This is an optimization exercise on Yosys and OpenROAD, whose aim is small area, not a production implementation.
Function was checked by simulation only, so behaviour that the tests miss may differ from the original.
Power is estimated from default activity; no workload was simulated.

## reflet_cpu
module reflet_cpu #(
    parameter wordsize = 16,
    debug_output = 1
    )(
    input clk,
    input reset,
    input enable,
    input [wordsize-1:0] data_in,
    output reg [wordsize-1:0] addr,
    output reg [wordsize-1:0] data_out,
    output write_en,
    output reg quit,  
    output debug,
    input [3:0] interrupt_request,
    output [wordsize-1:0] debug_wr
    );
    integer i;  
    function [wordsize-1:0] inc(input [wordsize-1:0] a);
        integer b;
        reg c;
        begin
            c = 1;
            for (b=0; b<wordsize; b=b+1)
            begin
                inc[b] = a[b] ^ c;
                c = c & a[b];
            end
        end
    endfunction
    function [wordsize-1:0] dec(input [wordsize-1:0] a);
        integer b;
        reg c;
        begin
            c = 1;
            for (b=0; b<wordsize; b=b+1)
            begin
                dec[b] = a[b] ^ c;
                c = c & !a[b];
            end
        end
    endfunction
    wire en = enable & !quit;
    wire [wordsize-1:0] registers [15:0];  
    wire [wordsize-1:0] wr = registers[4'h0  ];
    wire [wordsize-1:0] sr = registers[4'hD  ];
    wire [wordsize-1:0] pc = registers[4'hE  ];
    wire [wordsize-1:0] sp = registers[4'hF  ];
    reg [7:0] instruction;
    wire [3:0] opperand = instruction[7:4];
    wire [1:0] arg = instruction[1:0];
    wire [wordsize-1:0] other_register = registers[instruction[3:0]];
    localparam [3:0] ph_a = 4'd0, ph_b = 4'd1, ph_c = 4'd2, ph_d = 4'd3,
                     ph_e = 4'd4, ph_g = 4'd5, ph_h = 4'd6,
                     ph_f = 4'd8, ph_f2 = 4'd9, ph_f3 = 4'd10, ph_f4 = 4'd11, ph_f5 = 4'd12;
    reg [3:0] phase;
    reg mem_done;  
    wire iok = phase[3];
    wire in_h = phase == ph_h;
    wire in_g = phase == ph_g;
    wire in_f = phase == ph_f;
    wire fetch = (phase == ph_d && mem_done) || phase == ph_e;
    wire i_pop  = instruction == 8'hE3;
    wire i_push = instruction == 8'hE4;
    wire i_ret  = instruction == 8'hE2;
    wire i_call = instruction == 8'hE1;
    wire i_atom = instruction == 8'hEA;
    wire i_str  = opperand == 4'hC;
  ...
Size: ~2000 cells after synthesis, ~450 flip-flops, ~74 I/O pins, about 0.023 mm2 of cells after synthesis.
export LEC_CHECK = 0
export CAP_MARGIN = 20
export CORE_MARGIN = 2
export CORE_UTILIZATION = 55
export GPL_TIMING_DRIVEN = 0
export SETUP_SLACK_MARGIN = 0.15
export SLEW_MARGIN = 20
create_clock -name core_clock -period 8.0 [get_ports {clk}]
standard.sh (not shown) runs the stock make flow with config.mk's settings and CLKGATE_MAP_FILE= SYNTH_SCRIPT=/design/flow/synth_recipe.tcl, a recipe that flattens the netlist after the stock synthesis.
==> flow/flow/run.sh <==
#!/bin/bash
# The standard layout (standard.sh), changed in three ways:
#  - synthesis is synth_recipe.tcl unchanged except that ABC maps the logic
#    with flow/abc.script, an area-oriented script (registers are mapped
#    before ABC runs, so they are the standard synthesis's);
#  - ports are buffered with sky130_fd_sc_hd__buf_1;
#    placement removes the synthesis buffers as usual;
#  - the clock tree is built with CTS_ARGS below, without dummy loads.
# make's output goes to run.log; each ORFS step keeps its own log under
# orfs/logs/.
set -euo pipefail
cd "$(dirname "$0")/.."
W=$PWD
cat > flow_synth.tcl <<EOT
proc abc {args} {
  set i [lsearch \$args -script]
  if {\$i >= 0} { lset args [expr {\$i + 1}] $W/flow/abc.script }
  yosys abc {*}\$args
}
source $W/synth_recipe.tcl
EOT
sed "s#SYNTH_SCRIPT=[^ ]*#SYNTH_SCRIPT=$W/flow_synth.tcl#" standard.sh > flow_standard.sh
grep -q "SYNTH_SCRIPT=$W/flow_synth.tcl" flow_standard.sh
export BUFFER_PORTS_ARGS="-buffer_cell sky130_fd_sc_hd__buf_1"
export CTS_ARGS="-sink_clustering_enable -repair_clock_nets -dont_use_dummy_load -buf_list sky130_fd_sc_hd__clkbuf_8 -sink_clustering_size 18 -sink_clustering_max_diameter 55"
bash flow_standard.sh > run.log 2>&1
==> flow/flow/abc.script <==
strash
dch
amap
topo
stime -c
The baseline ran to the end with no violations.
Next try:
--- a/flow/flow/run.sh
+++ b/flow/flow/run.sh
@@ -24,3 +24,3 @@
 export BUFFER_PORTS_ARGS="-buffer_cell sky130_fd_sc_hd__buf_1"
-export CTS_ARGS="-sink_clustering_enable -repair_clock_nets -dont_use_dummy_load -buf_list sky130_fd_sc_hd__clkbuf_8 -sink_clustering_size 18 -sink_clustering_max_diameter 55"
+export CTS_ARGS="-sink_clustering_enable -repair_clock_nets -dont_use_dummy_load -buf_list sky130_fd_sc_hd__clkbuf_4 -sink_clustering_size 12 -sink_clustering_max_diameter 40"
 bash flow_standard.sh > run.log 2>&1
GPL_TIMING_DRIVEN = not set   (was 0)
What happened: Routed wire length goes up by 5.6%; worst setup slack improves by 0.15 ns; first-iteration DRC count climbs by 9.6%; register-to-register slack gains 0.15 ns.

---

build 61:
Another version of the RTL of reflet_cpu (not shown whole).
For scale: about 2,000 cells after synthesis, ~74 I/O pins.
Design reflet_cpu, start of the top module:
module reflet_cpu #(
    parameter wordsize = 16,
    debug_output = 1
    )(
    input clk,
    input reset,
    input enable,
    input [wordsize-1:0] data_in,
    output reg [wordsize-1:0] addr,
    output reg [wordsize-1:0] data_out,
    output write_en,
    output reg quit,  
    output debug,
    input [3:0] interrupt_request,
    output [wordsize-1:0] debug_wr
    );
clock: 8.0 ns
lec_check: 0
cap_margin: 20
core_margin: 2
core_utilization: 55
place_density: 0.68
setup_slack_margin: 0.15
slew_margin: 20
==> flow/flow/run.sh <==
#!/bin/bash
# The standard layout (standard.sh), changed in three ways:
#  - synthesis is synth_recipe.tcl unchanged except that ABC maps the logic
#    with flow/abc.script, an area-oriented script (registers are mapped
#    before ABC runs, so they are the standard synthesis's);
#  - ports are buffered with sky130_fd_sc_hd__buf_1;
#    placement removes the synthesis buffers as usual;
#  - the clock tree is built with CTS_ARGS below, without dummy loads.
# make's output goes to run.log; each ORFS step keeps its own log under
# orfs/logs/.
set -euo pipefail
cd "$(dirname "$0")/.."
W=$PWD
cat > flow_synth.tcl <<EOT
proc abc {args} {
  set i [lsearch \$args -script]
  if {\$i >= 0} { lset args [expr {\$i + 1}] $W/flow/abc.script }
  yosys abc {*}\$args
}
source $W/synth_recipe.tcl
EOT
sed "s#SYNTH_SCRIPT=[^ ]*#SYNTH_SCRIPT=$W/flow_synth.tcl#" standard.sh > flow_standard.sh
grep -q "SYNTH_SCRIPT=$W/flow_synth.tcl" flow_standard.sh
export BUFFER_PORTS_ARGS="-buffer_cell sky130_fd_sc_hd__buf_1"
export CTS_ARGS="-sink_clustering_enable -repair_clock_nets -dont_use_dummy_load -buf_list sky130_fd_sc_hd__clkbuf_8 -sink_clustering_size 18 -sink_clustering_max_diameter 55"
bash flow_standard.sh > run.log 2>&1
==> flow/flow/abc.script <==
strash
dch
amap
strash
dch
amap
topo
stime -c
Here is what was changed in the inputs of build 74 compared with build 61.
Settings: PLACE_DENSITY no longer set, was 0.68.
==> flow/flow/abc.script <==
strash
dch
amap
strash
dch
amap
strash
dch
amap
strash
dch
amap
topo
stime -c
Findings:
Detail-routed via count per cell of build 74 exceeds that of build 61 by a few percent. Internal cell power essentially unchanged between build 61 and build 74. Compared build 61 against build 74; fraction of the mapped netlist area in compound gates within noise. Side by side, number of buffer and inverter stages on the critical path turned out lower in build 74 than in build 61. Comparing build 74 and build 61, achievable frequency is lower on build 74.
Input-level comparison between build 17 and build 74:
==> flow/flow/abc.script <==
strash
dch
amap
strash
dch
amap
topo
stime -c
### Flow results
Status: number of buffers added for setup after CTS parity (build 17, build 74). Per the comparison of build 17 with build 74, core outline area held steady; global placement routability congestion shrank by about 4.4%; share of the synthesized area in compound gates (AO/OA/AOI/OAI) held steady; final period demand of the worst path shrank by 0.25 ns; largest buffer count on any clock path held steady. Build 17 -> build 74: design area flat.

port drivers added, routing unchanged:
How much do the figures lean on ideal ports? The routed layouts below were timed once more, with nothing changed but the port constraints.
Step 1 sets driving cells, clkbuf_16 on the clock port and buf_2 on the other inputs (assumed; they add their load-dependent delay and slew).
Step 2 adds t to the input delays and takes it off the output delays; t is the mean of the earliest and latest rising clock arrival at the registers after step 1. Input paths then give back, and output paths get back, about the clock's delay inside the block.
a / b / c = ideal ports / drivers / drivers and shift; a / b = the first two.
run	shift t [ns]	slack for setup (ns)	worst data-port slew with drivers (ns)
the first run of note 1	0.685	0.411 / 0.411 / 0.411	0.03
the second run of note 1	0.887	0.563 / 0.563 / 0.563	0.04
build 61	0.688	0.607 / 0.607 / 0.607	0.03
build 74	0.683	0.436 / 0.436 / 0.436	0.04
build 17	0.680	0.683 / 0.683 / 0.683	0.04
After both steps every run listed still meets setup and hold.
